From an optimization exercise on the open Yosys and OpenROAD flow, aimed at small area; shortcuts taken in it are not production practice.
The RTL was checked by simulation tests, not by an equivalence proof against the original design.
Power is estimated from default activity; no workload was simulated.

### design/flow/design.v
module pipe_stage #(
    parameter DATA_WD = 32
)(
    input                       clk,
    input                       rst_n,
    input       [DATA_WD-1:0]   din,
    output reg  [DATA_WD-1:0]   dout,
    input                       pre_valid,
    output                      cur_ready,
    output reg                  cur_valid,
    input                       nxt_ready
);
    assign cur_ready = ~cur_valid | nxt_ready;
    always @(posedge clk)
        if (cur_ready)
            dout <= din;
    always @(posedge clk)
        if (~rst_n)
            cur_valid <= 1'b0;
        else if (cur_ready)
            cur_valid <= pre_valid;
endmodule
`timescale 1ns / 1ps
module axi_stream_insert_header_pipe #(
    parameter   DATA_WD = 32,
    parameter   DATA_BYTE_WD = DATA_WD/8,
    parameter   BYTE_CNT_WD = $clog2(DATA_BYTE_WD)
)
(
        input                       clk,
        input                       rst_n,
        input                       valid_in,
        input   [DATA_WD-1:0]       data_in,
        input   [DATA_BYTE_WD-1:0]  keep_in,
        input                       last_in,
        output                      ready_in,
        output                      valid_out,
        output  [DATA_WD-1:0]       data_out,
        output  [DATA_BYTE_WD-1:0]  keep_out,
        output                      last_out,
        input                       ready_out,
        input                       valid_insert,
        input   [DATA_WD-1:0]       data_insert,
        input   [DATA_BYTE_WD-1:0]  keep_insert,
        input   [BYTE_CNT_WD-1:0]   byte_insert_cnt,
        output                      ready_insert
    );
    localparam DW = DATA_WD + DATA_BYTE_WD + 1;
    localparam HW = DATA_WD + DATA_BYTE_WD;
    reg [7:0] cnt_in, cnt_insert, cnt_out;
    wire out_hi  = |cnt_out[7:2];
    wire hdr_sel = ~out_hi & (cnt_out[1:0] <= byte_insert_cnt);
    wire hdr_lt  = ~out_hi & (cnt_out[1:0] <  byte_insert_cnt);
    wire in_hi   = |cnt_in[7:2];
    wire ins_hi  = |cnt_insert[7:2];
    wire in_lt2  = ~in_hi & ~cnt_in[1];
    wire in_lt3  = ~in_hi & ~(cnt_in[1] & cnt_in[0]);
    wire ins_lt1 = ~ins_hi & ~cnt_insert[1] & ~cnt_insert[0];
    wire ins_lt2 = ~ins_hi & ~cnt_insert[1];
    wire [DW-1:0] d1, d2, d3;
    wire v1, v2, v3, r1, r2, r3;
    wire rdy_nxt = in_lt2 | (~hdr_sel & ready_out);
    pipe_stage #(.DATA_WD(DW)) data_st1 (.clk(clk), .rst_n(rst_n),
        .din({data_in, keep_in, last_in}), .dout(d1),
        .pre_valid(valid_in), .cur_ready(r1), .cur_valid(v1), .nxt_ready(r2));
    pipe_stage #(.DATA_WD(DW)) data_st2 (.clk(clk), .rst_n(rst_n),
        .din(d1), .dout(d2),
        .pre_valid(v1), .cur_ready(r2), .cur_valid(v2), .nxt_ready(r3));
    pipe_stage #(.DATA_WD(DW)) data_st3 (.clk(clk), .rst_n(rst_n),
        .din(d2), .dout(d3),
        .pre_valid(v2), .cur_ready(r3), .cur_valid(v3), .nxt_ready(rdy_nxt));
    wire [HW-1:0] h1, h2;
    wire hv1, hv2, hr1, hr2;
    wire hrdy_nxt = ins_lt1 | (hdr_sel & ready_out);
    pipe_stage #(.DATA_WD(HW)) head_st1 (.clk(clk), .rst_n(rst_n),
        .din({data_insert, keep_insert}), .dout(h1),
        .pre_valid(valid_insert), .cur_ready(hr1), .cur_valid(hv1), .nxt_ready(hr2));
    pipe_stage #(.DATA_WD(HW)) head_st2 (.clk(clk), .rst_n(rst_n),
        .din(h1), .dout(h2),
        .pre_valid(hv1), .cur_ready(hr2), .cur_valid(hv2), .nxt_ready(hrdy_nxt));
    assign ready_insert = rst_n & (ins_lt2 | (hdr_lt & hr1));
    assign ready_in     = rst_n & (in_lt3 | (~hdr_lt & r1));
    assign data_out  = hdr_sel ? h2[HW-1:DATA_BYTE_WD] : d3[DW-1:DATA_BYTE_WD+1];
    assign keep_out  = hdr_sel ? h2[DATA_BYTE_WD-1:0]  : d3[DATA_BYTE_WD:1];
    assign last_out  = ~hdr_sel & d3[0] & v3;
    assign valid_out = hdr_sel ? hv2 : v3;
    wire fire_out = valid_out & ready_out;
    wire fire_ins = valid_insert & ready_insert;
    wire fire_in  = valid_in & ready_in;
    wire [8:0] t_out, t_ins, t_in;
    assign t_out[0] = fire_out;
    assign t_ins[0] = fire_ins;
    assign t_in[0]  = fire_in;
    genvar i;
    generate for (i = 0; i < 8; i = i + 1) begin : g_cnt
        assign t_out[i+1] = t_out[i] & cnt_out[i];
        assign t_ins[i+1] = t_ins[i] & cnt_insert[i];
        assign t_in[i+1]  = t_in[i]  & cnt_in[i];
        always @(posedge clk) begin
            cnt_out[i]    <= rst_n & (cnt_out[i]    ^ t_out[i]);
            cnt_insert[i] <= rst_n & (cnt_insert[i] ^ t_ins[i]);
            cnt_in[i]     <= rst_n & (cnt_in[i]     ^ t_in[i]);
        end
    end endgenerate
endmodule
### design/flow/flow/run.sh
#!/bin/bash
# Standard ORFS layout with three changes:
#  - after the standard synthesis, the combinational logic (everything but the
#    flip-flops, which keep their names and cells) is re-mapped by ABC for area
#    (flow/area.abc);
#  - port buffers use the smallest buffer cell;
#  - clock tree synthesis uses the arguments in flow/cts_args.
set -euo pipefail
export BUFFER_PORTS_ARGS="-buffer_cell sky130_fd_sc_hd__buf_1"
export CTS_ARGS="$(cat flow/cts_args)"
R=orfs/results/${FLOW_PLATFORM}/axi_stream_insert_header_pipe/base
LIB=${FLOW_HOME}/platforms/${FLOW_PLATFORM}/lib/sky130_fd_sc_hd__tt_025C_1v80.lib
YOSYS=${FLOW_HOME}/../tools/install/yosys/bin/yosys

bash standard.sh synth > standard_synth.log 2>&1
cp $R/1_2_yosys.v std_synth.v

DONT_USE=""
for c in $(sed -n '/^export DONT_USE_CELLS/,/^#/p' ${FLOW_HOME}/platforms/${FLOW_PLATFORM}/config.mk | grep -o 'sky130_fd_sc_hd__[a-z0-9_]*'); do
  DONT_USE="$DONT_USE -dont_use $c"
done
FLOPS=$(grep -oE '^ *sky130_fd_sc_hd__[a-z0-9_]+' std_synth.v | sort -u | grep -E '__(e|s|se)?df' | tr '\n' ' ')

cat > resyn.ys <<EOY
read_liberty -ignore_miss_func $LIB
blackbox $FLOPS
read_verilog std_synth.v
hierarchy -top ${FLOW_TOP}
flatten
opt_clean -purge
stat -liberty $LIB
abc -liberty $LIB -script flow/area.abc $DONT_USE
opt_clean -purge
setundef -zero
hilomap -singleton -hicell sky130_fd_sc_hd__conb_1 HI -locell sky130_fd_sc_hd__conb_1 LO
splitnets
opt_clean -purge
insbuf -buf sky130_fd_sc_hd__buf_1 A X
opt_clean -purge
rename -hide w:*.*
stat -liberty $LIB
write_verilog -noattr -noexpr -nohex -nodec resyn.v
EOY
$YOSYS -l resyn.log -q resyn.ys > /dev/null 2>&1

cp resyn.v $R/1_2_yosys.v
rm -f $R/1_synth.odb $R/1_synth.sdc
bash standard.sh > standard_flow.log 2>&1
### design/flow/flow/area.abc
strash
dch -f
amap
topo
### design/flow/flow/cts_args
-sink_clustering_enable -repair_clock_nets -dont_use_dummy_load -buf_list sky130_fd_sc_hd__clkbuf_4 -sink_clustering_size 12 -sink_clustering_max_diameter 50
### design/flow/standard.sh
#!/bin/bash
# synth_recipe.tcl (not shown) runs the flow's synth.tcl, then flattens the netlist and writes it again
# the make line also repeats each setting of config.mk as NAME=value (left out here)
make -C /OpenROAD-flow-scripts/flow DESIGN_CONFIG=/design/flow/config.mk WORK_HOME=/design/flow/orfs CLKGATE_MAP_FILE= SYNTH_SCRIPT=/design/flow/synth_recipe.tcl "${@:-finish}"
### design/flow/config.mk
export PLATFORM = sky130hd
export DESIGN_NAME = axi_stream_insert_header_pipe
export DESIGN_NICKNAME = axi_stream_insert_header_pipe
export VERILOG_FILES = /design/flow/design.v
export SDC_FILE = /design/flow/constraint.sdc
export NUM_CORES = 4
export LEC_CHECK = 0
export CAP_MARGIN = 20
export CORE_MARGIN = 2
export CORE_UTILIZATION = 65
export GPL_TIMING_DRIVEN = 0
export SLEW_MARGIN = 20
### design/flow/constraint.sdc
create_clock -name core_clock -period 6.0 [get_ports {clk}]
set_input_delay 1.2000 -clock core_clock [delete_from_list [all_inputs] [get_ports {clk}]]
set_output_delay 1.2000 -clock core_clock [all_outputs]
set_load 0.01 [all_outputs]
==> key figures, run 1 <==
Placement
  – Cells after DPL: 623
  – HPWL after detailed placement: between 7 and 8 mm
  – Port-buffer cells: 119
  – Instance area at placement: 7754 um^2
  – GPL Wtd Cong: 0.7743

Layout
  – Non-filler cells, final: between 600 and 700
  – Area Overhead vs Synth: 14.05%
  – ANT cells: 0
  – Commonest non-fill, non-tap cell in the layout: edfxtp_1
  – Most frequent cells in the layout: edfxtp_1, buf_1, o22a_1
  – # fillers: 635
  – # nets final: 592
  – Fin area: 7934 um^2
  – Layout cells sized above 1: 7.059%

Global route
  – Antenna violations before repair: 0
  – Largest net degree at the start of global routing: 40
  – First-pass GRT wire length: 16.93 mm
  – GRT Util Overall: 19.58%
  – Number of global-route vias before repair: 3447
  – GRT Residual Overflow: 0

STA
  – Fin. Hold Viols: 0
  – Slew margin rel.: roughly 44%
  – Final setup viols: 0
  – Final period util: 92.29%
  – Max Slew Vio Count: 0
  – RSZ-0062 raised after global routing: no
  – Setup Skew: roughly 0.063 ns
  – Post-layout min period: 5.537 ns
  – Slew @ Worst Pin: 0.8469 ns
  – Fmax: 0.1806 GHz
  – Hold Worst Slack: 0.3437 ns

Floorplanning
  – Total core area: between 10000 and 15000 um^2
  – Ports: 120
  – Die width: 107.5 um
  – Vert. Die Dim: 107.5 um
  – Initial core utilization: about two thirds
  – Site row count: 37
  – Die Area: about 12000 um^2

Drt
  – Starting DRT DRC Count: roughly 240
  – Post-DR vias/cell: approximately 5.5
  – Remaining DRCs: 0
  – Routed Antenna Nets: 0
  – Vias post-DR: 3580
  – Initial DRT Pass Iterations: 4
  – Final wirelength: 11.42 mm
  – Avg WL per Cell: roughly 18 um

Job
  – MaxCap Viol Count: 0

Setup path
  – Worst Path Buf+Inv: 7
  – Arrival time worst endpoint: ~4.3 ns
  – Critical path's top delay family: buffers and inverters
  – Setup CP Type: input port to primary output
  – Worst path required time: 4.80 ns
  – Crit-path slowest cell: o221ai_4
  – CP startpoint kind: input port
  – Slowest cell delay on critical path: 0.57 ns
  – CP most frequent cell: buf_1
  – CP max FO: 40
  – Setup crit end kind: primary output
  – Critical-path cell list: buf_1 > clkinv_1 > a311oi_4 > buf_6 > clkinv_4 > o221ai_4 > buf_16 > nor2_1 > clkinv_2 > nand2_1 > a21oi_1 > buf_1

Yosys
  – Syn_area_per_cell: 19.22 um^2
  – Cell Area, Synth: roughly 7000 um^2
  – Synth Warn #: 3
  – Mapped Cells: ~360
  – Syn Nets: around 440

Clock tree
  – Worst-path clk slew: approximately 0.12 ns
  – CTS tree: yes
  – # H-tree levels: 1
  – Worst skew pair latency: 0.59 ns
  – Clock Tree Root: clkbuf_4
  – Clock sinks: 212
  – CTS buffer count: 22
  – PostCTS Resize Cnt: 0
  – CTS Buffer Depth: 3

Hold path
  – Worst Hold Class: flop to flop

Status
  – Status: complete, no violations

Pwr
  – Worst vdd ir: 0.2172 mV
  – LEAKAGE: 2.730 nW
  – Pwr dens: 293.1 nW/um^2
[flip-flops by register name (all words and copies together), names as in the netlist, 8 cells and up]
register and count:
cnt_in 8, head_st2.dout 36, data_st1.dout 37, data_st2.dout 37, data_st3.dout 37, head_st1.dout 36
cnt_out 8, cnt_insert 8
[metal layers]
layer	vias up	GRT usage, %	wire length (um)
met2	128	34.13	5745
met5	-	0	0
met4	0	5.495	184
met1	1717	25.70	4693
li1	1716	-	-
met3	19	3.571	795
[what timing repair did]
item / 4_1_cts / 5_1_grt
endpoints found under the setup margin: 0 / 1
setup buffers: 0 / 0
hold buffers: 0 / 0
[per-stage QoR]
stage          utilization [%]  setup slack (ns)  total power [mW]  TNS (ns)
2_1_floorplan                -          -0.05976             1.755  -0.05976
4_1_cts                  76.36            0.1125             2.347         0
3_5_place_dp             74.77          0.009246             1.806         0
3_3_place_gp             73.48            -2.031             1.796   -129.34
6_report                 76.51            0.4628             2.326         0
5_1_grt                  76.51           0.08837             2.409         0
[where the power goes]
group          internal (mW)  switching (mW)  total (mW)
logic                 0.0358          0.0457      0.0815
clock network          0.170           0.384       0.554
registers               1.67          0.0215        1.69
[path summary, 6_finish.rpt]
kind / depth (start not counted) / startpoint / endpoint / slack [ns]
setup / recovery: 12 / byte_insert_cnt[0] / ready_insert / 0.46
setup reg to reg: 20 / cnt_out[3]$_DFF_P_ / cnt_insert[7]$_DFF_P_ / 1.02
hold / removal: 0 / data_st2.dout[13]$_DFFE_PP_ / data_st3.dout[13]$_DFFE_PP_ / 0.34
hold reg to reg: 0 / data_st2.dout[13]$_DFFE_PP_ / data_st3.dout[13]$_DFFE_PP_ / 0.34
[cell type report]
type	instances	area, um^2	share of cell area (%)
Clock buffer	22	165.2	2.082
Inverter	17	71.32	0.8989
Multi-Input combinational cell	134	884.6	11.15
Sequential cell	212	6076	76.58
Tap cell	136	170.2	2.145
Timing Repair Buffer	125	566.8	7.144
==> run 2, diff against run 1 <==
--- a/design/flow/flow/run.sh
+++ b/design/flow/flow/run.sh
@@ -9,4 +9,5 @@
 export BUFFER_PORTS_ARGS="-buffer_cell sky130_fd_sc_hd__buf_1"
 export CTS_ARGS="$(cat flow/cts_args)"
+export RECOVER_POWER=100
 R=orfs/results/${FLOW_PLATFORM}/axi_stream_insert_header_pipe/base
 LIB=${FLOW_HOME}/platforms/${FLOW_PLATFORM}/lib/sky130_fd_sc_hd__tt_025C_1v80.lib
--- a/design/flow/config.mk
+++ b/design/flow/config.mk
@@ -9,4 +9,3 @@
 export CORE_MARGIN = 2
 export CORE_UTILIZATION = 65
-export GPL_TIMING_DRIVEN = 0
 export SLEW_MARGIN = 20
==> key figures, run 2 <==
Status
  – Status: complete, but fails checks
  – Layout Check Fails: max-capacitance violations, max-slew violations

Clock tree
  – # H-tree levels: 1 (unchanged)
  – PostCTS Resize Cnt: 0 (unchanged)
  – CTS tree: yes
  – CTS hold repair buffers: 0 (unchanged)
  – CTS Buffer Depth: 3 (unchanged)
  – Setup Fix Bufs, Post-CTS: 0 (unchanged)
  – CTS buffer count: 21 (-4.5%)
  – Clock Tree Root: clkbuf_4
  – Worst-path clk slew: 0.11 ns (about the same)
  – Clock sinks: 212 (unchanged)
  – Worst skew pair latency: 0.59 ns (about the same)

Drt
  – Initial DRT Pass Iterations: 5 (+1)
  – Post-DR vias/cell: 5.526 (-0.29%)
  – Starting DRT DRC Count: 194 (-18%)
  – Final wirelength: 11.07 mm (-3.1%)
  – Avg WL per Cell: 17.21 um (-2.6%)
  – Remaining DRCs: 0 (unchanged)
  – Vias post-DR: 3553 (-0.75%)
  – Routed Antenna Nets: 0 (unchanged)

Global route
  – Largest net degree at the start of global routing: 40 (unchanged)
  – GRT Residual Overflow: 0 (unchanged)
  – Number of global-route vias before repair: 3479 (+0.93%)
  – First-pass GRT wire length: 16.97 mm (+0.25%)
  – GRT Util Overall: 19.62% (+0.046 points)
  – Antenna violations before repair: 0 (unchanged)

Setup path
  – Slowest cell delay on critical path: 0.79 ns (+0.22 ns)
  – CP max FO: 39 (-2.5%)
  – Critical-path cell list: buf_1 > nand2_1 > a311oi_1 > clkinv_4 > o221ai_1 > nor2_1 > clkinv_1 > nand2_1 > a21oi_1 > buf_1
  – Arrival time worst endpoint: 3.68 ns (-0.66 ns)
  – RR Endpoint: head_st1.dout[2]$_DFFE_PN_
  – Setup crit end kind: primary output
  – Crit-path slowest cell: a311oi_1
  – Crit Reg-Reg Startpoint: cnt_out[4]$_DFF_P_
  – Worst path required time: 4.80 ns (about the same)
  – R2R depth: 8 (-60%)
  – CP startpoint kind: input port
  – Worst R2R Setup Slack: 1.57 ns (+0.55 ns)
  – Setup CP Type: input port to primary output

Yosys
  – Mapped Cells: 362 (unchanged)
  – Syn_area_per_cell: 19.22 um^2 (unchanged)
  – Synth Warn #: 3 (unchanged)
  – Cell Area, Synth: 6957 um^2 (unchanged)
  – Syn Nets: 442 (unchanged)

Floorplanning
  – Site row count: 37 (unchanged)
  – Total core area: 10370 um^2 (unchanged)
  – Initial core utilization: 67.08% (unchanged)
  – Die Area: 11550 um^2 (unchanged)
  – Vert. Die Dim: 107.5 um (unchanged)
  – Ports: 120 (unchanged)
  – Die width: 107.5 um (unchanged)

Pwr
  – LEAKAGE: 2.662 nW (-2.5%)
  – Pwr dens: 296.9 nW/um^2 (+1.3%)
  – Worst vdd ir: 0.2804 mV (+29%)

Layout
  – Area Overhead vs Synth: 11.78%
  – Non-filler cells, final: 643 (-0.46%)
  – Area of the multi-input gates: 834.6 um^2 (-5.7%)
  – Most frequent cells in the layout: edfxtp_1, buf_1, o22a_1
  – # nets final: 589 (-0.51%)
  – Registers with the most flip-flops: data_st1.dout (37), data_st2.dout (37), data_st3.dout (37)
  – # fillers: 649 (+2.2%)
  – Commonest non-fill, non-tap cell in the layout: edfxtp_1
  – ANT cells: 0 (unchanged)
  – Register area: 6076 um^2 (unchanged)
  – Layout cells sized above 1: 4.931% (-2.1 points)
  – Post-layout util: 74.99% (-1.5 points)

Placement
  – Cells after DPL: 622 (-0.16%)
  – Pre-CTS WS: 1.377 ns (+1.367 ns)
  – GPL Wtd Cong: 0.7376 (-4.7%)
  – HPWL after detailed placement: 6.915 mm (-4.7%)
  – Port-buffer cells: 119 (unchanged)

STA
  – Slew @ Worst Pin: 2.260 ns (+1.413 ns)
  – Final period util: 81.34% (-11 points)
  – Setup Skew: 0.04576 ns (-0.01686 ns)
  – Final setup viols: 0 (unchanged)
  – RSZ-0062 raised after global routing: no
  – Fmax: 0.2049 GHz (+13%)
  – Slew margin rel.: -50.64% (-94 points)
  – Max Slew Vio Count: 114 (+114)
  – Sum Neg Setup Slack: 0 ns (unchanged)
  – Final worst setup slack: 1.120 ns (+0.6571 ns)
  – Fin. Hold Viols: 0 (unchanged)
  – Post-layout min period: 4.880 ns (-0.6571 ns)

Job
  – MaxCap Viol Count: 3 (+3)

Hold path
  – Sink of the worst hold path: head_st2.dout[30]$_DFFE_PP_
  – Critical hold path startpoint: head_st1.dout[30]$_DFFE_PN_
  – Worst Hold Class: flop to flop
  – Hold Path Cell Cnt: 0 (unchanged)
==> run 2: worst max-delay path by stage <==
| stage | from | to | slack [ns] |
|---|---|---|---|
| 2_1_floorplan | byte_insert_cnt[0] | cnt_insert[7]$_DFF_P_ | -0.06 |
| 3_3_place_gp | byte_insert_cnt[0] | ready_in | 1.55 |
| 3_5_place_dp | byte_insert_cnt[1] | cnt_in[7]$_DFF_P_ | 1.38 |
| 4_1_cts | byte_insert_cnt[0] | ready_in | 1.48 |
| 5_1_grt | byte_insert_cnt[1] | ready_insert | 0.95 |
| 6_report | byte_insert_cnt[1] | ready_insert | 1.12 |
==> run 2: where the power goes <==
group,internal [mW],switching [mW]
clock,0.162,0.378
combinational,0.0343,0.0444
sequential,1.67,0.0206
total,1.87,0.443
==> run 2: worst max-delay path: cells and delay by family <==
kind | cells | cell delay, ns
AOI/OAI and AO/OA | 3 | 1.39
buffers and inverters | 4 | 0.85
and+or+nand+nor | 3 | 0.23
==> run 2: cell type report <==
class                      instances  share of cell area (%)
timing repair buffer             124                   6.034
tap                              136                   2.188
inverter                          17                  0.8850
clock buffer                      21                   2.027
sequential                       212                   78.13
multi-input combinational        133                   10.73
==> run 2: per-layer routing <==
metal  global-route usage [%]  up-vias  wire (um)
li1                         -     1709          -
met1                    25.18     1693       4510
met2                    34.67      127       5574
met3                    3.632       24        724
met4                    5.678        0        259
met5                        0        -          0
==> run 2: per-stage QoR <==
step | power, mW | area, um^2 | hold WS (ns)
6_report | 2.309 | 7776 | 0.4223
3_5_place_dp | 1.805 | 7669 | 0.4045
5_1_grt | 2.395 | 7776 | 0.4282
4_1_cts | 2.335 | 7826 | 0.4237
3_3_place_gp | 1.799 | 7669 | 0.4002
2_1_floorplan | 1.755 | 7003 | 0.4003
==> run 3, diff against run 2 <==
--- a/design/flow/flow/run.sh
+++ b/design/flow/flow/run.sh
@@ -9,5 +9,4 @@
 export BUFFER_PORTS_ARGS="-buffer_cell sky130_fd_sc_hd__buf_1"
 export CTS_ARGS="$(cat flow/cts_args)"
-export RECOVER_POWER=100
 R=orfs/results/${FLOW_PLATFORM}/axi_stream_insert_header_pipe/base
 LIB=${FLOW_HOME}/platforms/${FLOW_PLATFORM}/lib/sky130_fd_sc_hd__tt_025C_1v80.lib
==> key figures, run 3 <==
Yosys
  – Syn Nets: 442 (unchanged)
  – Syn_area_per_cell: 19.22 um^2 (unchanged)
  – Cell Area, Synth: 6957 um^2 (unchanged)
  – Synth Warn #: 3 (unchanged)
  – Mapped Cells: 362 (unchanged)

Setup path
  – CP startpoint kind: input port
  – Arrival time worst endpoint: 3.29 ns (-0.39 ns)
  – Worst path required time: 4.80 ns (about the same)
  – CP max FO: 39 (unchanged)
  – Setup CP Type: input port to primary output
  – Setup crit end kind: primary output

Layout
  – Area of the multi-input gates: 869.6 um^2 (+4.2%)
  – # nets final: 589 (unchanged)
  – # fillers: 637 (-1.8%)
  – Fin area: 7826 um^2 (+0.64%)
  – Post-layout util: 75.47% (+0.48 points)
  – Layout cells sized above 1: 6.114% (+1.2 points)
  – Commonest non-fill, non-tap cell in the layout: edfxtp_1
  – Registers with the most flip-flops: data_st1.dout (37), data_st2.dout (37), data_st3.dout (37)
  – Most frequent cells in the layout: edfxtp_1, buf_1, o22a_1
  – Area Overhead vs Synth: 12.50%
  – Non-filler cells, final: 643 (unchanged)
  – ANT cells: 0 (unchanged)
  – Register area: 6076 um^2 (unchanged)

Clock tree
  – PostCTS Resize Cnt: 0 (unchanged)
  – CTS tree: yes
  – # H-tree levels: 1 (unchanged)
  – CTS hold repair buffers: 0 (unchanged)
  – Worst-path clk slew: 0.11 ns (about the same)
  – Setup Fix Bufs, Post-CTS: 0 (unchanged)
  – Worst skew pair latency: 0.59 ns (about the same)
  – CTS buffer count: 21 (unchanged)
  – Clock Tree Root: clkbuf_4
  – Clock sinks: 212 (unchanged)
  – CTS Buffer Depth: 3 (unchanged)

Pwr
  – Tot Pwr: 2.312 mW (+0.16%)
  – Combinational power share: 3.5% (about the same)
  – Flop pwr share: 73.1% (about the same)
  – Clock power share: 23.5% (about the same)
  – Pwr dens: 295.5 nW/um^2 (-0.48%)
  – Worst vdd ir: 0.2806 mV (about the same)
  – LEAKAGE: 2.684 nW (+0.83%)
  – Int Power: 1.866 mW (about the same)
  – P_sw: 0.4464 mW (+0.80%)
  – Switching share of power: 19.30% (+0.12 points)

Global route
  – Number of global-route vias before repair: 3479 (unchanged)
  – GRT Util Overall: 19.62% (unchanged)
  – First-pass GRT wire length: 16.97 mm (unchanged)
  – Largest net degree at the start of global routing: 40 (unchanged)
  – GRT Residual Overflow: 0 (unchanged)
  – Antenna violations before repair: 0 (unchanged)

STA
  – Post-layout min period: 4.485 ns (-0.3948 ns)
  – Max Slew Vio Count: 0 (-100%)
  – Final setup viols: 0 (unchanged)
  – Setup Skew: 0.04339 ns (-0.002372 ns)
  – Final period util: 74.76% (-6.6 points)
  – Fin. Hold Viols: 0 (unchanged)
  – Fmax: 0.2229 GHz (+8.8%)
  – Slew margin rel.: 35.20% (+86 points)
  – RSZ-0062 raised after global routing: no
  – Final worst setup slack: 1.515 ns (+0.3948 ns)
  – Slew @ Worst Pin: 0.9721 ns (-1.287 ns)

Placement
  – HPWL after detailed placement: 6.915 mm (unchanged)
  – Port-buffer cells: 119 (unchanged)
  – Instance area at placement: 7669 um^2 (unchanged)
  – GPL Wtd Cong: 0.7376 (unchanged)
  – Cells after DPL: 622 (unchanged)
  – Pre-CTS WS: 1.377 ns (unchanged)

Floorplanning
  – Initial core utilization: 67.08% (unchanged)
  – Total core area: 10370 um^2 (unchanged)
  – Site row count: 37 (unchanged)
  – Ports: 120 (unchanged)
  – Die width: 107.5 um (unchanged)
  – Vert. Die Dim: 107.5 um (unchanged)
  – Die Area: 11550 um^2 (unchanged)

Drt
  – Starting DRT DRC Count: 187 (-3.6%)
  – Vias post-DR: 3557 (+0.11%)
  – Final wirelength: 11.06 mm (about the same)
  – Avg WL per Cell: 17.20 um (about the same)
  – Post-DR vias/cell: 5.532 (+0.11%)
  – Initial DRT Pass Iterations: 4 (-1)
  – Remaining DRCs: 0 (unchanged)
  – Routed Antenna Nets: 0 (unchanged)

Status
  – Status: complete, no violations

Job
  – MaxCap Viol Count: 0 (-3)

Hold path
  – Worst Hold Class: flop to flop
run 3: worst paths after layout:
kind,startpoint,endpoint,slack [ns],cells after the start
worst max-delay path,byte_insert_cnt[1],ready_in,1.51,9
worst min-delay path,head_st1.dout[20]$_DFFE_PN_,head_st2.dout[20]$_DFFE_PP_,0.42,0
worst max register to register,cnt_out[4]$_DFF_P_,cnt_insert[7]$_DFF_P_,2.27,18
worst min register to register,head_st1.dout[20]$_DFFE_PN_,head_st2.dout[20]$_DFFE_PP_,0.42,0
run 3: power groups by stage:
stage	combinational (mW)	sequential, mW	clock (mW)
floorplan	0.0398	1.72	0
global placement	0.0793	1.72	0
detailed placement	0.0803	1.72	0
CTS	0.0810	1.69	0.563
global route	0.0883	1.70	0.610
finish	0.0799	1.69	0.542
run 3: final cells by class:
type                       instances  area share [%]
timing repair buffer             124           6.187
inverter                          17          0.8793
multi-input combinational        133           11.11
sequential                       212           77.63
tap                              136           2.174
clock buffer                      21           2.014
run 3: per-layer routing:
| metal | GRT usage [%] | vias to the layer above | part of all wire [%] |
|---|---|---|---|
| met3 | 3.632 | 24 | 5.2 |
| met4 | 5.678 | 0 | 2.4 |
| met5 | 0 | - | 0 |
| met2 | 34.67 | 110 | 51 |
| li1 | - | 1709 | - |
| met1 | 25.18 | 1714 | 42 |
run 3: critical path, stage by stage:
cell	delay, ns
buf_1	0.10
nand2_1	0.11
a311oi_4	0.42
o221ai_4	0.14
or2_2	0.65
nor2_1	0.28
o22a_1	0.20
nor2_1	0.04
buf_1	0.14
run 3: metrics by stage:
stage          TNS (ns)  hold slack (ns)
6_report              0           0.4222
5_1_grt               0           0.4282
4_1_cts               0           0.4237
3_5_place_dp          0           0.4045
3_3_place_gp          0           0.4002
2_1_floorplan  -0.05976           0.4003
==> run 4, diff against run 3 <==
==> design/flow/flow/cts_args (replaced) <==
-sink_clustering_enable -repair_clock_nets -dont_use_dummy_load -buf_list sky130_fd_sc_hd__clkbuf_8 -sink_clustering_size 22 -sink_clustering_max_diameter 40
--- a/design/flow/config.mk
+++ b/design/flow/config.mk
@@ -8,4 +8,4 @@
 export CAP_MARGIN = 20
 export CORE_MARGIN = 2
-export CORE_UTILIZATION = 65
+export CORE_UTILIZATION = 40
 export SLEW_MARGIN = 20
==> key figures, run 4 <==
Yosys
  – Mapped Cells: 362 (unchanged)
  – Cell Area, Synth: 6957 um^2 (unchanged)
  – Syn_area_per_cell: 19.22 um^2 (unchanged)
  – Syn Nets: 442 (unchanged)
  – Synth Warn #: 3 (unchanged)

Global route
  – GRT Util Overall: 13.11% (-6.5 points)
  – Number of global-route vias before repair: 3565 (+2.5%)
  – Largest net degree at the start of global routing: 40 (unchanged)
  – Antenna violations before repair: 0 (unchanged)
  – First-pass GRT wire length: 18.40 mm (+8.4%)
  – GRT Residual Overflow: 0 (unchanged)

Setup path
  – CP max FO: 39 (unchanged)
  – Setup CP Type: input port to primary output
  – Setup crit end kind: primary output
  – Worst Path Buf+Inv: 3 (+1)
  – Slowest cell delay on critical path: 0.65 ns (about the same)
  – Critical path's top delay family: simple AND/OR/NAND/NOR gates
  – Worst path required time: 4.80 ns (about the same)
  – Arrival time worst endpoint: 3.61 ns (+0.32 ns)
  – CP startpoint kind: input port
  – Critical-path cell list: buf_1 > nand2_1 > a311oi_4 > buf_4 > o221ai_4 > or2_2 > nor2_1 > o22a_1 > nor2_1 > buf_1
  – Crit-path slowest cell: or2_2

Placement
  – Cells after DPL: 711 (+14%)
  – Port-buffer cells: 119 (unchanged)
  – HPWL after detailed placement: 7.541 mm (+9.1%)
  – GPL Wtd Cong: 0.7334 (-0.57%)

Layout
  – Most frequent cells in the layout: edfxtp_1, buf_1, o22a_1
  – # fillers: 1526 (+140%)
  – Area Overhead vs Synth: 16.78%
  – ANT cells: 0 (unchanged)
  – Layout cells sized above 1: 7.241% (+1.1 points)
  – # nets final: 593 (+0.68%)
  – Commonest non-fill, non-tap cell in the layout: edfxtp_1
  – Registers with the most flip-flops: data_st1.dout (37), data_st2.dout (37), data_st3.dout (37)
  – Non-filler cells, final: 736 (+14%)

STA
  – Fmax: 0.2077 GHz (-6.8%)
  – Setup Skew: 0.07520 ns (+0.03181 ns)
  – Hold Worst Slack: 0.3910 ns (-0.03120 ns)
  – Max Slew Vio Count: 0 (unchanged)
  – Slew margin rel.: 34.84% (-0.35 points)
  – Final setup viols: 0 (unchanged)
  – Final period util: 80.23% (+5.5 points)
  – Fin. Hold Viols: 0 (unchanged)
  – Post-layout min period: 4.814 ns (+0.3284 ns)
  – RSZ-0062 raised after global routing: no
  – Slew @ Worst Pin: 0.9774 ns (+0.005304 ns)

Status
  – Status: complete, no violations

Pwr
  – Worst vdd ir: 0.1965 mV (-30%)
  – Pwr dens: 316.6 nW/um^2 (+7.1%)
  – LEAKAGE: 2.768 nW (+3.1%)

Drt
  – Avg WL per Cell: 16.54 um (-3.8%)
  – Post-DR vias/cell: 4.788 (-13%)
  – Final wirelength: 12.17 mm (+10%)
  – Routed Antenna Nets: 0 (unchanged)
  – Remaining DRCs: 0 (unchanged)
  – Initial DRT Pass Iterations: 4 (unchanged)
  – Starting DRT DRC Count: 180 (-3.7%)
  – Vias post-DR: 3524 (-0.93%)

Clock tree
  – Clock Tree Root: clkbuf_8
  – PostCTS Resize Cnt: 0 (unchanged)
  – CTS tree: yes
  – Setup Fix Bufs, Post-CTS: 0 (unchanged)
  – # H-tree levels: 1 (unchanged)
  – Clock sinks: 212 (unchanged)
  – CTS hold repair buffers: 0 (unchanged)
  – Worst skew pair latency: 0.54 ns (-0.05 ns)
  – Worst-path clk slew: 0.08 ns (-0.03 ns)
  – CTS buffer count: 25 (+19%)
  – CTS Buffer Depth: 3 (unchanged)

Floorplanning
  – Die width: 135.9 um (+26%)
  – Ports: 120 (unchanged)
  – Total core area: 17180 um^2 (+66%)
  – Initial core utilization: 40.50% (-27 points)
  – Site row count: 48 (+30%)
  – Vert. Die Dim: 135.9 um (+26%)
  – Die Area: 18460 um^2 (+60%)

Hold path
  – Worst Hold Class: flop to flop

Job
  – MaxCap Viol Count: 0 (unchanged)
-- run 4: final cells by class --
class,count,area (um^2),area share [%]
Sequential cell,212,6076,74.79
Multi-Input combinational cell,133,869.6,10.70
Timing Repair Buffer,124,484.2,5.960
Clock buffer,25,344.1,4.235
Tap cell,225,281.5,3.465
Inverter,17,68.82,0.8471
-- run 4: layer usage --
| layer | GRT usage [%] | wire [um] | vias up |
|---|---|---|---|
| met5 | 0 | 0 | - |
| met1 | 16.17 | 4981 | 1680 |
| met3 | 2.722 | 596 | 30 |
| li1 | - | - | 1709 |
| met4 | 4.572 | 344 | 0 |
| met2 | 22.98 | 6251 | 105 |
-- run 4: final timing paths --
path / startpoint / end / slack [ns] / cells after the start
max reg2reg: cnt_out[1]$_DFF_P_ / cnt_in[7]$_DFF_P_ / 2.05 / 18
min reg2reg: data_st1.dout[36]$_DFFE_PN_ / data_st2.dout[36]$_DFFE_PP_ / 0.39 / 0
max: byte_insert_cnt[1] / ready_in / 1.19 / 10
min: data_st1.dout[36]$_DFFE_PN_ / data_st2.dout[36]$_DFFE_PP_ / 0.39 / 0
-- run 4: per-stage QoR --
stage / setup TNS [ns] / setup slack [ns] / cell area (um^2) / total power, mW / util [%]
final: 0 / 1.186 / 8124 / 2.572 / 47.30
after global placement: 0 / 1.255 / 7780 / 1.803 / 45.29
after CTS: 0 / 1.148 / 8124 / 2.607 / 47.30
after global routing: 0 / 1.019 / 8124 / 2.675 / 47.30
after detailed placement: 0 / 1.146 / 7780 / 1.807 / 45.29
after floorplan: -0.05976 / -0.05976 / 7003 / 1.755 / -
-- run 4: where the power goes --
part	total, mW	internal, mW	switching (mW)
Clock	0.799	0.368	0.431
Sequential	1.69	1.67	0.0200
Combinational	0.0821	0.0349	0.0471
-- run 4: worst register-to-register path, cell delays in order (launching register included) --
cell	delay (ns)
dfxtp_1	0.31
clkinv_1	0.10
nor2_1	0.26
a311oi_4	0.09
buf_4	0.25
o221ai_4	0.21
or2_2	0.80
nor2_1	0.17
o22a_1	0.26
nor2_1	0.15
nand2_1	0.09
nor2_1	0.16
and2_0	0.23
nand2_1	0.09
nor2_1	0.19
nand2_1	0.10
nor2_1	0.18
nor2_1	0.06
a211oi_1	0.16
==> run 5, diff against run 4 <==
==> design/flow/flow/cts_args (replaced) <==
-sink_clustering_enable -repair_clock_nets -dont_use_dummy_load -buf_list sky130_fd_sc_hd__clkbuf_4 -sink_clustering_size 15 -sink_clustering_max_diameter 30
--- a/design/flow/config.mk
+++ b/design/flow/config.mk
@@ -8,4 +8,5 @@
 export CAP_MARGIN = 20
 export CORE_MARGIN = 2
-export CORE_UTILIZATION = 40
+export CORE_UTILIZATION = 65
+export PLACE_DENSITY = 0.85
 export SLEW_MARGIN = 20
==> key figures, run 5 <==
Status
  – Status: complete, no violations

Drt
  – Vias post-DR: 3543 (+0.54%)
  – Starting DRT DRC Count: 186 (+3.3%)
  – Final wirelength: 11.19 mm (-8.1%)
  – Post-DR vias/cell: 5.434 (+13%)
  – Remaining DRCs: 0 (unchanged)
  – Routed Antenna Nets: 0 (unchanged)
  – Initial DRT Pass Iterations: 6 (+2)
  – Avg WL per Cell: 17.16 um (+3.7%)

Global route
  – Number of global-route vias before repair: 3555 (-0.28%)
  – First-pass GRT wire length: 17.45 mm (-5.1%)
  – Largest net degree at the start of global routing: 40 (unchanged)
  – Antenna violations before repair: 0 (unchanged)
  – GRT Util Overall: 20.00% (+6.9 points)
  – GRT Residual Overflow: 0 (unchanged)

Clock tree
  – Setup Fix Bufs, Post-CTS: 0 (unchanged)
  – CTS buffer count: 30 (+20%)
  – Worst skew pair latency: 0.61 ns (+0.07 ns)
  – Worst-path clk slew: 0.08 ns (about the same)
  – Clock Tree Root: clkbuf_4
  – CTS Buffer Depth: 3 (unchanged)
  – Clock sinks: 212 (unchanged)
  – PostCTS Resize Cnt: 0 (unchanged)
  – CTS tree: yes
  – # H-tree levels: 1 (unchanged)
  – CTS hold repair buffers: 0 (unchanged)

Placement
  – HPWL after detailed placement: 7.188 mm (-4.7%)
  – GPL Wtd Cong: 0.7999 (+9.1%)
  – Pre-CTS WS: 1.116 ns (-0.03045 ns)
  – Port-buffer cells: 119 (unchanged)

Pwr
  – Pwr dens: 303.1 nW/um^2 (-4.3%)
  – LEAKAGE: 2.725 nW (-1.5%)
  – Worst vdd ir: 0.2399 mV (+22%)

Layout
  – Area Overhead vs Synth: 13.47%
  – Register area: 6076 um^2 (unchanged)
  – # fillers: 605 (-60%)
  – Most frequent cells in the layout: edfxtp_1, buf_1, o22a_1
  – Layout cells sized above 1: 7.752% (+0.51 points)
  – ANT cells: 0 (unchanged)
  – Post-layout util: 76.12% (+29 points)
  – # nets final: 598 (+0.84%)
  – Registers with the most flip-flops: data_st1.dout (37), data_st2.dout (37), data_st3.dout (37)
  – Commonest non-fill, non-tap cell in the layout: edfxtp_1
  – Area of the multi-input gates: 869.6 um^2 (unchanged)

Floorplanning
  – Ports: 120 (unchanged)
  – Die Area: 11550 um^2 (-37%)
  – Total core area: 10370 um^2 (-40%)
  – Die width: 107.5 um (-21%)
  – Initial core utilization: 67.08% (+27 points)
  – Site row count: 37 (-23%)
  – Vert. Die Dim: 107.5 um (-21%)

Setup path
  – Crit-path slowest cell: or2_2
  – Worst R2R Setup Slack: 1.85 ns (-0.20 ns)
  – Worst path required time: 4.80 ns (about the same)
  – Worst Path Buf+Inv: 4 (+1)
  – Critical-path cell list: buf_1 > clkinv_1 > a311oi_4 > buf_4 > o221ai_4 > or2_2 > nor2_1 > o22a_1 > nor2_1 > buf_1
  – Slowest cell delay on critical path: 0.64 ns (about the same)
  – Setup crit end kind: primary output
  – Arrival time worst endpoint: 3.66 ns (+0.05 ns)
  – Setup CP Type: input port to primary output
  – RR Endpoint: cnt_insert[7]$_DFF_P_
  – Critical path's top delay family: simple AND/OR/NAND/NOR gates
  – Crit Reg-Reg Startpoint: cnt_out[3]$_DFF_P_
  – CP max FO: 39 (unchanged)
  – R2R depth: 19 (+1)
  – CP startpoint kind: input port

STA
  – Max Slew Vio Count: 0 (unchanged)
  – Final setup viols: 0 (unchanged)
  – Final period util: 81.01% (+0.78 points)
  – RSZ-0062 raised after global routing: no
  – Final worst setup slack: 1.140 ns (-0.04674 ns)
  – Fmax: 0.2057 GHz (-0.96%)
  – Slew @ Worst Pin: 0.9395 ns (-0.03791 ns)
  – Slew margin rel.: 37.37% (+2.5 points)
  – Setup Skew: 0.05494 ns (-0.02026 ns)
  – Fin. Hold Viols: 0 (unchanged)
  – Post-layout min period: 4.860 ns (+0.04674 ns)

Hold path
  – Critical hold path startpoint: data_st2.dout[1]$_DFFE_PP_
  – Sink of the worst hold path: data_st3.dout[1]$_DFFE_PP_
  – Worst Hold Class: flop to flop
  – Hold Path Cell Cnt: 0 (unchanged)

Yosys
  – Syn Nets: 442 (unchanged)
  – Synth Warn #: 3 (unchanged)
  – Cell Area, Synth: 6957 um^2 (unchanged)
  – Mapped Cells: 362 (unchanged)
  – Syn_area_per_cell: 19.22 um^2 (unchanged)

Job
  – MaxCap Viol Count: 0 (unchanged)
## run 5: worst max path at each step
stage	start	end	slack, ns	cells after the start
after floorplan	byte_insert_cnt[0]	cnt_insert[7]$_DFF_P_	-0.06	17
after global placement	byte_insert_cnt[0]	ready_in	1.17	10
after detailed placement	byte_insert_cnt[1]	cnt_in[7]$_DFF_P_	1.12	18
after CTS	cnt_out[3]$_DFF_P_	ready_in	1.11	10
after global routing	cnt_out[3]$_DFF_P_	ready_in	0.80	10
final	byte_insert_cnt[0]	ready_in	1.14	10
## run 5: metrics by stage
stage                     area, um^2  power, mW  hold slack (ns)  std cells  setup TNS [ns]
final                           7894      2.393           0.4016        652               0
after global placement          7669      1.799           0.4005        622               0
after detailed placement        7669      1.807           0.4045        622               0
after floorplan                 7003      1.755           0.4003        362        -0.05976
after CTS                       7894      2.413           0.3771        652               0
after global routing            7894      2.490           0.3960        652               0
## run 5: final cells by class
class | instances | area share (%)
Clock buffer | 30 | 2.853
Inverter | 17 | 0.8718
Sequential cell | 212 | 76.97
Multi-Input combinational cell | 133 | 11.02
Tap cell | 136 | 2.156
Timing Repair Buffer | 124 | 6.134
## run 5: worst reg2reg max path, stage by stage, from the launching register on
cell,delay [ns]
dfxtp_1,0.33
nor4_1,0.31
nand2_1,0.17
a311oi_4,0.30
clkinv_4,0.33
o221ai_4,0.25
buf_4,0.48
nor2_1,0.12
clkinv_1,0.08
nand2_1,0.05
a21oi_1,0.20
and2_0,0.22
nand2_1,0.08
nor2_1,0.17
and2_0,0.24
and3_1,0.24
nand2_1,0.08
nor2_1,0.17
nor2_1,0.07
a211oi_1,0.18
## run 5: where the power goes
group / internal [mW] / switching [mW]
registers: 1.67 / 0.0217
logic: 0.0348 / 0.0462
clock network: 0.228 / 0.392
## run 5: metal layers
layer	vias to the layer above	global-route usage [%]	share of wire [%]
met1	1684	26.96	40
li1	1727	-	-
met3	6	4.903	7.4
met5	-	0	0
met4	0	4.579	0.79
met2	126	33.77	51
==> run 6, diff against run 5 <==
--- a/design/flow/flow/run.sh
+++ b/design/flow/flow/run.sh
@@ -1,7 +1,9 @@
 #!/bin/bash
-# Standard ORFS layout with three changes:
+# Standard ORFS layout with these changes:
 #  - after the standard synthesis, the combinational logic (everything but the
 #    flip-flops, which keep their names and cells) is re-mapped by ABC for area
 #    (flow/area.abc);
+#  - each net that drives 30 or more cell inputs gets one buf_4
+#    (flow/fanout_buf.py) instead of leaving the repair to upsize its driver;
 #  - port buffers use the smallest buffer cell;
 #  - clock tree synthesis uses the arguments in flow/cts_args.
@@ -9,4 +11,5 @@
 export BUFFER_PORTS_ARGS="-buffer_cell sky130_fd_sc_hd__buf_1"
 export CTS_ARGS="$(cat flow/cts_args)"
+export PRE_GLOBAL_PLACE_TCL="$PWD/flow/pre_gpl.tcl"
 R=orfs/results/${FLOW_PLATFORM}/axi_stream_insert_header_pipe/base
 LIB=${FLOW_HOME}/platforms/${FLOW_PLATFORM}/lib/sky130_fd_sc_hd__tt_025C_1v80.lib
@@ -44,5 +47,6 @@
 $YOSYS -l resyn.log -q resyn.ys > /dev/null 2>&1
 
-cp resyn.v $R/1_2_yosys.v
+python3 flow/fanout_buf.py resyn.v resyn_fb.v 30 sky130_fd_sc_hd__buf_2 > fanout_buf.log 2>&1
+cp resyn_fb.v $R/1_2_yosys.v
 rm -f $R/1_synth.odb $R/1_synth.sdc
 bash standard.sh > standard_flow.log 2>&1
==> design/flow/flow/cts_args (replaced) <==
-sink_clustering_enable -repair_clock_nets -dont_use_dummy_load -buf_list sky130_fd_sc_hd__clkbuf_4 -sink_clustering_size 12 -sink_clustering_max_diameter 50
==> design/flow/flow/fanout_buf.py (new file) <==
#!/usr/bin/env python3
"""Give each high-fanout net of a Yosys cell netlist one buffer.

usage: fanout_buf.py IN.v OUT.v MIN_FANOUT BUF_CELL

Every net (except the clock) driven by a cell output and read by at least
MIN_FANOUT cell inputs gets a BUF_CELL that drives all of those inputs; the
original net keeps its driver and any module port it is connected to."""
import re
import sys

src, dst, min_fo, buf = sys.argv[1], sys.argv[2], int(sys.argv[3]), sys.argv[4]
text = open(src).read()
OUT_PINS = {"X", "Y", "Q", "Q_N", "HI", "LO"}
inst_re = re.compile(r"^(\s*)(sky130_fd_sc_hd__\w+)\s+(\S+)\s*\((.*?)\);", re.S | re.M)
pin_re = re.compile(r"\.(\w+)\(\s*([^()]*?)\s*\)")

driven, loads = set(), {}
for m in inst_re.finditer(text):
    for pin, net in pin_re.findall(m.group(4)):
        if pin in OUT_PINS:
            driven.add(net)
        else:
            loads[net] = loads.get(net, 0) + 1

targets = sorted(n for n, c in loads.items() if c >= min_fo and n in driven and n != "clk")
newname = {n: f"_fanout_{i}_" for i, n in enumerate(targets)}


def fix(m):
    body = pin_re.sub(
        lambda p: f".{p.group(1)}({newname[p.group(2)]})"
        if p.group(1) not in OUT_PINS and p.group(2) in newname else p.group(0),
        m.group(4))
    return f"{m.group(1)}{m.group(2)} {m.group(3)} ({body});"


text = inst_re.sub(fix, text)
decl = "".join(f"  wire {w};\n" for w in newname.values())
cells = "".join(
    f"  {buf} _fanout_buf_{i}_ (\n    .A({n}),\n    .X({newname[n]})\n  );\n"
    for i, n in enumerate(targets))
text = text.replace("endmodule", decl + cells + "endmodule", 1)
open(dst, "w").write(text)
print(f"buffered {len(targets)} nets: " + " ".join(f"{n}({loads[n]})" for n in targets))
==> design/flow/flow/pre_gpl.tcl (new file) <==
# Keep the fanout buffers that flow/fanout_buf.py added to the netlist:
# timing-driven global placement would otherwise remove them as synthesis
# buffers before its own repair.
foreach inst [get_cells _fanout_buf_*] {
  set_dont_touch $inst
}
--- a/design/flow/config.mk
+++ b/design/flow/config.mk
@@ -9,4 +9,3 @@
 export CORE_MARGIN = 2
 export CORE_UTILIZATION = 65
-export PLACE_DENSITY = 0.85
 export SLEW_MARGIN = 20
==> key figures, run 6 <==
Setup path
  – Crit Reg-Reg Startpoint: cnt_out[1]$_DFF_P_
  – Arrival time worst endpoint: 4.33 ns (+0.67 ns)
  – Worst path required time: 4.80 ns (about the same)
  – Setup CP Type: input port to primary output
  – CP startpoint kind: input port
  – Critical-path cell list: buf_1 > nand2_1 > a311oi_2 > buf_2 > clkinv_1 > buf_2 > o221ai_1 > buf_2 > nor2_1 > clkinv_1 > buf_2 > nand2_1 > a21oi_1 > buf_1
  – Worst R2R Setup Slack: 1.14 ns (-0.71 ns)
  – CP most frequent cell: buf_2
  – Setup crit end kind: primary output
  – Slowest cell delay on critical path: 0.48 ns (-0.16 ns)
  – RR Endpoint: cnt_in[7]$_DFF_P_
  – R2R depth: 20 (+1)
  – CP max FO: 39 (unchanged)
  – Crit-path slowest cell: a311oi_2
  – Worst Setup SP: byte_insert_cnt[1]

Layout
  – Area of the multi-input gates: 823.3 um^2 (-5.3%)
  – Area Overhead vs Synth: 12.28%
  – ANT cells: 0 (unchanged)
  – Most frequent cells in the layout: edfxtp_1, buf_1, o22a_1
  – Registers with the most flip-flops: data_st1.dout (37), data_st2.dout (37), data_st3.dout (37)
  – # fillers: 654 (+8.1%)
  – Layout cells sized above 1: 6.564% (-1.2 points)
  – # nets final: 600 (+0.33%)
  – Post-layout util: 75.70% (-0.42 points)
  – Register area: 6076 um^2 (unchanged)
  – Commonest non-fill, non-tap cell in the layout: edfxtp_1

Global route
  – Number of global-route vias before repair: 3578 (+0.65%)
  – First-pass GRT wire length: 18.26 mm (+4.7%)
  – Largest net degree at the start of global routing: 40 (unchanged)
  – GRT Residual Overflow: 0 (unchanged)
  – Antenna violations before repair: 0 (unchanged)
  – GRT Util Overall: 21.54% (+1.5 points)

Floorplanning
  – Site row count: 37 (unchanged)
  – Total core area: 10370 um^2 (unchanged)
  – Vert. Die Dim: 107.7 um (+0.24%)
  – Ports: 120 (unchanged)
  – Die Area: 11600 um^2 (+0.48%)
  – Initial core utilization: 67.42% (+0.34 points)
  – Die width: 107.7 um (+0.24%)

Clock tree
  – Clock sinks: 212 (unchanged)
  – CTS tree: yes
  – CTS buffer count: 21 (-30%)
  – # H-tree levels: 1 (unchanged)
  – CTS Buffer Depth: 3 (unchanged)
  – Worst-path clk slew: 0.12 ns (+0.04 ns)
  – Clock Tree Root: clkbuf_4
  – Worst skew pair latency: 0.58 ns (-0.03 ns)

Yosys
  – Cell Area, Synth: 6992 um^2 (+0.50%)
  – Synth Warn #: 3 (unchanged)
  – Syn Nets: 449 (+1.6%)
  – Syn_area_per_cell: 18.95 um^2 (-1.4%)
  – Mapped Cells: 369 (+1.9%)

STA
  – Final setup viols: 0 (unchanged)
  – Slew @ Worst Pin: 0.9907 ns (+0.05120 ns)
  – RSZ-0062 raised after global routing: no
  – Post-layout min period: 5.535 ns (+0.6742 ns)
  – Final worst setup slack: 0.4653 ns (-0.6742 ns)
  – Max Slew Vio Count: 0 (unchanged)
  – Setup Skew: 0.01658 ns (-0.03836 ns)
  – Fmax: 0.1807 GHz (-12%)
  – Final period util: 92.24% (+11 points)
  – Sum Neg Setup Slack: 0 ns (unchanged)
  – Fin. Hold Viols: 0 (unchanged)
  – Slew margin rel.: 33.75% (-3.6 points)

Drt
  – Remaining DRCs: 0 (unchanged)
  – Vias post-DR: 3604 (+1.7%)
  – Post-DR vias/cell: 5.511 (+1.4%)
  – Final wirelength: 12.18 mm (+8.9%)
  – Starting DRT DRC Count: 158 (-15%)
  – Initial DRT Pass Iterations: 4 (-2)
  – Routed Antenna Nets: 0 (unchanged)
  – Avg WL per Cell: 18.63 um (+8.6%)

Placement
  – Pre-CTS WS: -0.5685 ns (-1.685 ns)
  – HPWL after detailed placement: 7.537 mm (+4.9%)
  – GPL Wtd Cong: 0.6972 (-13%)
  – Port-buffer cells: 119 (unchanged)

Status
  – Status: complete, no violations

Hold path
  – Sink of the worst hold path: head_st2.dout[24]$_DFFE_PP_
  – Hold Path Cell Cnt: 0 (unchanged)
  – Critical hold path startpoint: head_st1.dout[24]$_DFFE_PN_
  – Worst Hold Class: flop to flop

Job
  – MaxCap Viol Count: 0 (unchanged)

Pwr
  – Pwr dens: 295.2 nW/um^2 (-2.6%)
  – Worst vdd ir: 0.2191 mV (-8.7%)
  – LEAKAGE: 2.711 nW (-0.54%)
## run 6: worst max path at each step
| stage | end | cells after the start |
|---|---|---|
| after CTS | ready_insert | 14 |
| after detailed placement | ready_insert | 14 |
| final | ready_insert | 14 |
| after floorplan | cnt_insert[7]$_DFF_P_ | 21 |
| after global routing | ready_in | 12 |
| after global placement | ready_insert | 14 |
## run 6: timing repair
action	in CTS	in global routing
endpoints found under the setup margin	1	1
gates resized for setup	1	0
setup buffers	0	2
hold buffers	0	0
cloned	4	0
## run 6: through the flow
| stage | cell area (um^2) | cells | total power, mW | hold WS, ns |
|---|---|---|---|---|
| after floorplan | 6992 | 369 | 1.754 | 0.4003 |
| after global placement | 7631 | 627 | 1.799 | 0.4007 |
| after detailed placement | 7631 | 627 | 1.807 | 0.4054 |
| after CTS | 7835 | 652 | 2.338 | 0.4219 |
| after global routing | 7850 | 654 | 2.406 | 0.4265 |
| final | 7850 | 654 | 2.317 | 0.4188 |
## run 6: where the power goes
part | internal (mW) | leakage, nW | switching (mW)
registers | 1.67 | 2.17 | 0.0211
logic | 0.0352 | 0.442 | 0.0472
clock network | 0.163 | 0.0966 | 0.382
total | 1.87 | 2.71 | 0.451
## run 6: cell type report
cell class              instances  share of cell area [%]
multi-input cells             133                   10.49
inverters                      17                  0.8129
repair buffers                128                   6.678
plain buffers                   7                  0.4463
clock buffers                  21                   2.008
well taps                     136                   2.168
flip-flops and latches        212                   77.40
## run 6: routing by layer
| metal | vias to the layer above | share of wire [%] | GRT usage (%) |
|---|---|---|---|
| li1 | 1735 | - | - |
| met1 | 1724 | 41 | 28.40 |
| met2 | 123 | 51 | 37.56 |
| met3 | 22 | 5.9 | 3.450 |
| met4 | 0 | 2.1 | 6.227 |
| met5 | - | 0 | 0 |
## run 6: critical path: cells and delay by family
kind	cells	cell delay, ns
buffers and inverters	8	1.79
AO/OA/AOI/OAI	3	1.07
AND/OR/NAND/NOR	3	0.25
==> run 7, diff against run 6 <==
--- a/design/flow/flow/run.sh
+++ b/design/flow/flow/run.sh
@@ -47,5 +47,5 @@
 $YOSYS -l resyn.log -q resyn.ys > /dev/null 2>&1
 
-python3 flow/fanout_buf.py resyn.v resyn_fb.v 30 sky130_fd_sc_hd__buf_2 > fanout_buf.log 2>&1
+python3 flow/fanout_buf.py resyn.v resyn_fb.v 30 sky130_fd_sc_hd__buf_4 > fanout_buf.log 2>&1
 cp resyn_fb.v $R/1_2_yosys.v
 rm -f $R/1_synth.odb $R/1_synth.sdc
==> key figures, run 7 <==
Status
  – Status: complete, no violations

Drt
  – Avg WL per Cell: 17.70 um (-5.0%)
  – Final wirelength: 11.42 mm (-6.3%)
  – Routed Antenna Nets: 0 (unchanged)
  – Remaining DRCs: 0 (unchanged)
  – Initial DRT Pass Iterations: 4 (unchanged)
  – Post-DR vias/cell: 5.541 (+0.55%)
  – Vias post-DR: 3574 (-0.83%)
  – Starting DRT DRC Count: 190 (+20%)

Global route
  – Antenna violations before repair: 0 (unchanged)
  – First-pass GRT wire length: 17.60 mm (-3.6%)
  – GRT Residual Overflow: 0 (unchanged)
  – Largest net degree at the start of global routing: 40 (unchanged)
  – Number of global-route vias before repair: 3562 (-0.45%)
  – GRT Util Overall: 20.20% (-1.3 points)

Placement
  – Cells after DPL: 624 (-0.48%)
  – HPWL after detailed placement: 7.216 mm (-4.3%)
  – Port-buffer cells: 119 (unchanged)
  – GPL Wtd Cong: 0.7316 (+4.9%)

STA
  – Fin. Hold Viols: 0 (unchanged)
  – Max Slew Vio Count: 0 (unchanged)
  – Slew @ Worst Pin: 0.6692 ns (-0.3215 ns)
  – Fmax: 0.1820 GHz (+0.73%)
  – Sum Neg Setup Slack: 0 ns (unchanged)
  – Final setup viols: 0 (unchanged)
  – Final period util: 91.57% (-0.67 points)
  – RSZ-0062 raised after global routing: no
  – Setup Skew: 0.02355 ns (+0.006971 ns)
  – Post-layout min period: 5.494 ns (-0.04026 ns)
  – Hold Worst Slack: 0.4227 ns (+0.003958 ns)
  – Slew margin rel.: 55.11% (+21 points)

Floorplanning
  – Site row count: 37 (unchanged)
  – Total core area: 10420 um^2 (+0.45%)
  – Die Area: 11630 um^2 (+0.24%)
  – Die width: 107.8 um (+0.12%)
  – Vert. Die Dim: 107.8 um (+0.12%)
  – Ports: 120 (unchanged)
  – Initial core utilization: 67.29% (-0.13 points)

Pwr
  – Worst vdd ir: 0.2229 mV (+1.8%)
  – LEAKAGE: 2.678 nW (-1.2%)
  – Pwr dens: 297.3 nW/um^2 (+0.70%)
  – Tot Pwr: 2.314 mW (-0.15%)

Layout
  – # fillers: 651 (-0.46%)
  – Register area: 6076 um^2 (unchanged)
  – Commonest non-fill, non-tap cell in the layout: edfxtp_1
  – Layout cells sized above 1: 5.501% (-1.1 points)
  – ANT cells: 0 (unchanged)
  – Registers with the most flip-flops: data_st1.dout (37), data_st2.dout (37), data_st3.dout (37)
  – Non-filler cells, final: 645 (-1.4%)
  – Area of the multi-input gates: 817.0 um^2 (-0.76%)
  – Area Overhead vs Synth: 11.05%
  – # nets final: 591 (-1.5%)
  – Most frequent cells in the layout: edfxtp_1, buf_1, o22a_1

Setup path
  – CP most frequent cell: buf_4
  – Arrival time worst endpoint: 4.29 ns (-0.04 ns)
  – Worst path required time: 4.80 ns (about the same)
  – Critical-path cell list: buf_1 > nand2_1 > a311oi_1 > buf_4 > clkinv_1 > buf_4 > o221ai_1 > buf_4 > nor2_1 > clkinv_1 > buf_4 > nand2_1 > a21oi_1 > buf_1
  – Crit-path slowest cell: buf_4
  – Slowest cell delay on critical path: 0.45 ns (-0.03 ns)
  – CP startpoint kind: input port
  – CP max FO: 39 (unchanged)
  – Setup CP Type: input port to primary output
  – Setup crit end kind: primary output

Clock tree
  – # H-tree levels: 1 (unchanged)
  – Setup Fix Bufs, Post-CTS: 0 (unchanged)
  – Clock Tree Root: clkbuf_4
  – CTS Buffer Depth: 3 (unchanged)
  – Clock sinks: 212 (unchanged)
  – CTS tree: yes
  – PostCTS Resize Cnt: 0 (-1)
  – CTS hold repair buffers: 0 (unchanged)
  – CTS buffer count: 21 (unchanged)
  – Worst skew pair latency: 0.58 ns (about the same)
  – Worst-path clk slew: 0.12 ns (about the same)

Job
  – MaxCap Viol Count: 0 (unchanged)

Yosys
  – Synth Warn #: 3 (unchanged)
  – Cell Area, Synth: 7009 um^2 (+0.25%)
  – Syn_area_per_cell: 19.00 um^2 (+0.25%)
  – Mapped Cells: 369 (unchanged)
  – Syn Nets: 449 (unchanged)

Hold path
  – Worst Hold Class: flop to flop
## run 7: layer usage
| metal | global-route usage (%) | vias to the layer above | wire, um |
|---|---|---|---|
| met3 | 4.116 | 27 | 727 |
| met5 | 0 | - | 0 |
| met1 | 27.08 | 1701 | 4841 |
| li1 | - | 1718 | - |
| met2 | 34.01 | 128 | 5595 |
| met4 | 6.044 | 0 | 250 |
## run 7: worst max-delay path: cells and delay by family
kind            cells  cell delay (ns)
compound gates      3             0.66
buf+inv             8             2.07
simple gates        3             0.32
## run 7: path summary, 6_finish.rpt
| path | cells past startpoint | start | slack, ns | to |
|---|---|---|---|---|
| max reg2reg | 22 | cnt_out[3]$_DFF_P_ | 1.06 | cnt_insert[7]$_DFF_P_ |
| min | 0 | data_st2.dout[27]$_DFFE_PP_ | 0.42 | data_st3.dout[27]$_DFFE_PP_ |
| max | 14 | byte_insert_cnt[1] | 0.51 | ready_insert |
| min reg2reg | 0 | data_st2.dout[27]$_DFFE_PP_ | 0.42 | data_st3.dout[27]$_DFFE_PP_ |
## run 7: area by class of cell
cell class	instances	share of cell area [%]
Sequential cell	212	78.06
Tap cell	136	2.186
Clock buffer	21	2.025
Timing Repair Buffer	119	5.739
Inverter	17	0.8198
Multi-Input combinational cell	133	10.50
Buffer	7	0.6751
## run 7: report_power, final
group / leakage [nW] / switching, mW / internal, mW / total [mW]
sequential: 2.17 / 0.0208 / 1.67 / 1.69
combinational: 0.410 / 0.0464 / 0.0346 / 0.0809
clock: 0.0966 / 0.381 / 0.162 / 0.543
total: 2.68 / 0.448 / 1.87 / 2.31
## run 7: per-stage QoR
step / setup slack (ns) / utilization [%] / area (um^2)
2_1_floorplan: 1.173 / - / 7009
3_3_place_gp: 0.6152 / 73.21 / 7626
3_5_place_dp: 0.3540 / 73.21 / 7626
4_1_cts: 0.4518 / 74.73 / 7784
5_1_grt: 0.1223 / 74.73 / 7784
6_report: 0.5056 / 74.73 / 7784
==> run 8, diff against run 7 <==
==> design/flow/flow/cts_args (replaced) <==
-sink_clustering_enable -repair_clock_nets -dont_use_dummy_load -buf_list sky130_fd_sc_hd__clkbuf_4 -sink_clustering_size 11 -sink_clustering_max_diameter 50
==> key figures, run 8 <==
Status
  – Status: complete, no violations

Layout
  – Most frequent cells in the layout: edfxtp_1, buf_1, o22a_1
  – # fillers: 653 (+0.31%)
  – Registers with the most flip-flops: data_st1.dout (37), data_st2.dout (37), data_st3.dout (37)
  – # nets final: 593 (+0.34%)
  – Non-filler cells, final: 647 (+0.31%)
  – Area of the multi-input gates: 817.0 um^2 (unchanged)
  – Area Overhead vs Synth: 11.26%
  – ANT cells: 0 (unchanged)
  – Post-layout util: 74.87% (+0.14 points)
  – Layout cells sized above 1: 5.871% (+0.37 points)
  – Commonest non-fill, non-tap cell in the layout: edfxtp_1
  – Fin area: 7799 um^2 (+0.19%)
  – Register area: 6076 um^2 (unchanged)

Global route
  – GRT Util Overall: 20.32% (+0.12 points)
  – Antenna violations before repair: 0 (unchanged)
  – First-pass GRT wire length: 17.66 mm (+0.32%)
  – Number of global-route vias before repair: 3551 (-0.31%)
  – GRT Residual Overflow: 0 (unchanged)
  – Largest net degree at the start of global routing: 40 (unchanged)

Clock tree
  – CTS buffer count: 23 (+9.5%)
  – PostCTS Resize Cnt: 0 (unchanged)
  – # H-tree levels: 1 (unchanged)
  – Worst skew pair latency: 0.57 ns (about the same)
  – CTS hold repair buffers: 0 (unchanged)
  – Clock Tree Root: clkbuf_4
  – CTS Buffer Depth: 3 (unchanged)
  – CTS tree: yes
  – Clock sinks: 212 (unchanged)
  – Worst-path clk slew: 0.11 ns (about the same)
  – Setup Fix Bufs, Post-CTS: 0 (unchanged)

Placement
  – GPL Wtd Cong: 0.7316 (unchanged)
  – Instance area at placement: 7626 um^2 (unchanged)
  – HPWL after detailed placement: 7.216 mm (unchanged)
  – Pre-CTS WS: 0.3540 ns (unchanged)
  – Port-buffer cells: 119 (unchanged)
  – Cells after DPL: 624 (unchanged)

Drt
  – Post-DR vias/cell: 5.493 (-0.87%)
  – Initial DRT Pass Iterations: 6 (+2)
  – Starting DRT DRC Count: 218 (+15%)
  – Metal3 WL: 650 um (-11%)
  – Routed Antenna Nets: 0 (unchanged)
  – Met2 routed WL: 5.551 mm (-0.79%)
  – Top Metal Used: met4
  – Final wirelength: 11.36 mm (-0.51%)
  – Avg WL per Cell: 17.55 um (-0.82%)
  – Remaining DRCs: 0 (unchanged)
  – Vias post-DR: 3554 (-0.56%)
  – Met1 wire length: 4.921 mm (+1.7%)

Floorplanning
  – Vert. Die Dim: 107.8 um (unchanged)
  – Ports: 120 (unchanged)
  – Site row count: 37 (unchanged)
  – Die width: 107.8 um (unchanged)
  – Total core area: 10420 um^2 (unchanged)
  – Die Area: 11630 um^2 (unchanged)
  – Initial core utilization: 67.29% (unchanged)

Setup path
  – Setup crit end kind: primary output
  – CP startpoint kind: input port
  – Setup CP Type: input port to primary output
  – CP max FO: 39 (unchanged)
  – Arrival time worst endpoint: 4.29 ns (about the same)
  – Worst R2R Setup Slack: 1.12 ns (+0.06 ns)
  – Worst path required time: 4.80 ns (about the same)

STA
  – Sum Neg Setup Slack: 0 ns (unchanged)
  – Max Slew Vio Count: 0 (unchanged)
  – Slew @ Worst Pin: 0.6709 ns (+0.001728 ns)
  – Final period util: 91.50% (about the same)
  – Final worst setup slack: 0.5097 ns (+0.004132 ns)
  – Final setup viols: 0 (unchanged)
  – Post-layout min period: 5.490 ns (-0.004132 ns)
  – Slew margin rel.: 54.99% (-0.12 points)
  – Setup Skew: 0.04898 ns (+0.02543 ns)
  – Hold Worst Slack: 0.3764 ns (-0.04635 ns)
  – RSZ-0062 raised after global routing: no
  – Fin. Hold Viols: 0 (unchanged)
  – Fmax: 0.1821 GHz (about the same)

Yosys
  – Synth Warn #: 3 (unchanged)
  – Cell Area, Synth: 7009 um^2 (unchanged)
  – Syn Nets: 449 (unchanged)
  – Syn_area_per_cell: 19.00 um^2 (unchanged)
  – Mapped Cells: 369 (unchanged)

Pwr
  – Worst vdd ir: 0.2342 mV (+5.1%)
  – LEAKAGE: 2.687 nW (+0.34%)
  – Tot Pwr: 2.331 mW (+0.74%)
  – Pwr dens: 298.9 nW/um^2 (+0.54%)

Hold path
  – Worst Hold Class: flop to flop

Job
  – MaxCap Viol Count: 0 (unchanged)
## run 8: path summary, 6_finish.rpt
path                                        start                               to  depth (start not counted)
setup / recovery               byte_insert_cnt[1]                     ready_insert                         14
hold / removal    data_st1.cur_valid$_SDFFE_PN0N_  data_st2.cur_valid$_SDFFE_PN0P_                          2
setup reg to reg               cnt_out[3]$_DFF_P_            cnt_insert[7]$_DFF_P_                         22
hold reg to reg   data_st1.cur_valid$_SDFFE_PN0N_  data_st2.cur_valid$_SDFFE_PN0P_                          2
## run 8: power breakdown
part | total [mW] | switching [mW] | internal, mW
clock network | 0.560 | 0.383 | 0.177
registers | 1.69 | 0.0208 | 1.67
logic | 0.0809 | 0.0464 | 0.0346
## run 8: critical path, stage by stage
cell and delay [ns]:
buf_1 0.10, nand2_1 0.08, a311oi_1 0.26, buf_4 0.45, clkinv_1 0.12, buf_4 0.29, o221ai_1 0.20, buf_4 0.46
nor2_1 0.11, clkinv_1 0.06, buf_4 0.42, nand2_1 0.12, a21oi_1 0.19, buf_1 0.19
## run 8: routing by layer
layer	vias up	track usage [%]
met5	-	0
met4	0	6.593
met3	22	4.056
met2	115	33.51
met1	1696	27.75
li1	1721	-
## run 8: final cells by class
| cell class | count | area share, % |
|---|---|---|
| Clock buffer | 23 | 2.214 |
| Timing Repair Buffer | 119 | 5.728 |
| Tap cell | 136 | 2.182 |
| Multi-Input combinational cell | 133 | 10.48 |
| Buffer | 7 | 0.6738 |
| Inverter | 17 | 0.8182 |
| Sequential cell | 212 | 77.91 |

-- separate check: timing with driven ports --
How much do the figures lean on ideal ports? The routed layouts below were timed once more, with nothing changed but the port constraints.
Step 1, drivers: a clkbuf_16 drives clk and a buf_2 each remaining input, both assumed.
Step 2 also shifts input and output timing later by t, the mid clock arrival at the registers, as if the neighbouring blocks saw the same clock.
Slacks: ideal / step 1 / step 2; pairs: ideal / step 1.
run	t, ns	setup WS [ns]	hold slack, ns
run 1	0.588	0.463 / 0.437 / 0.327	0.344 / 0.344 / 0.344
run 2	0.598	1.120 / 1.095 / 0.794	0.422 / 0.422 / 0.422
run 3	0.601	1.515 / 1.487 / 1.421	0.422 / 0.422 / 0.422
run 4	0.533	1.186 / 1.142 / 1.142	0.391 / 0.391 / 0.391
run 5	0.617	1.140 / 1.117 / 1.110	0.402 / 0.402 / 0.402
run 6	0.605	0.465 / 0.438 / 0.313	0.419 / 0.419 / 0.419
run 7	0.595	0.506 / 0.483 / 0.381	0.423 / 0.423 / 0.423
run 8	0.580	0.510 / 0.487 / 0.437	0.376 / 0.376 / 0.376
For run 2, which loses most, drivers alone change the setup slack by -0.025 ns; drivers and shift together by -0.326 ns.
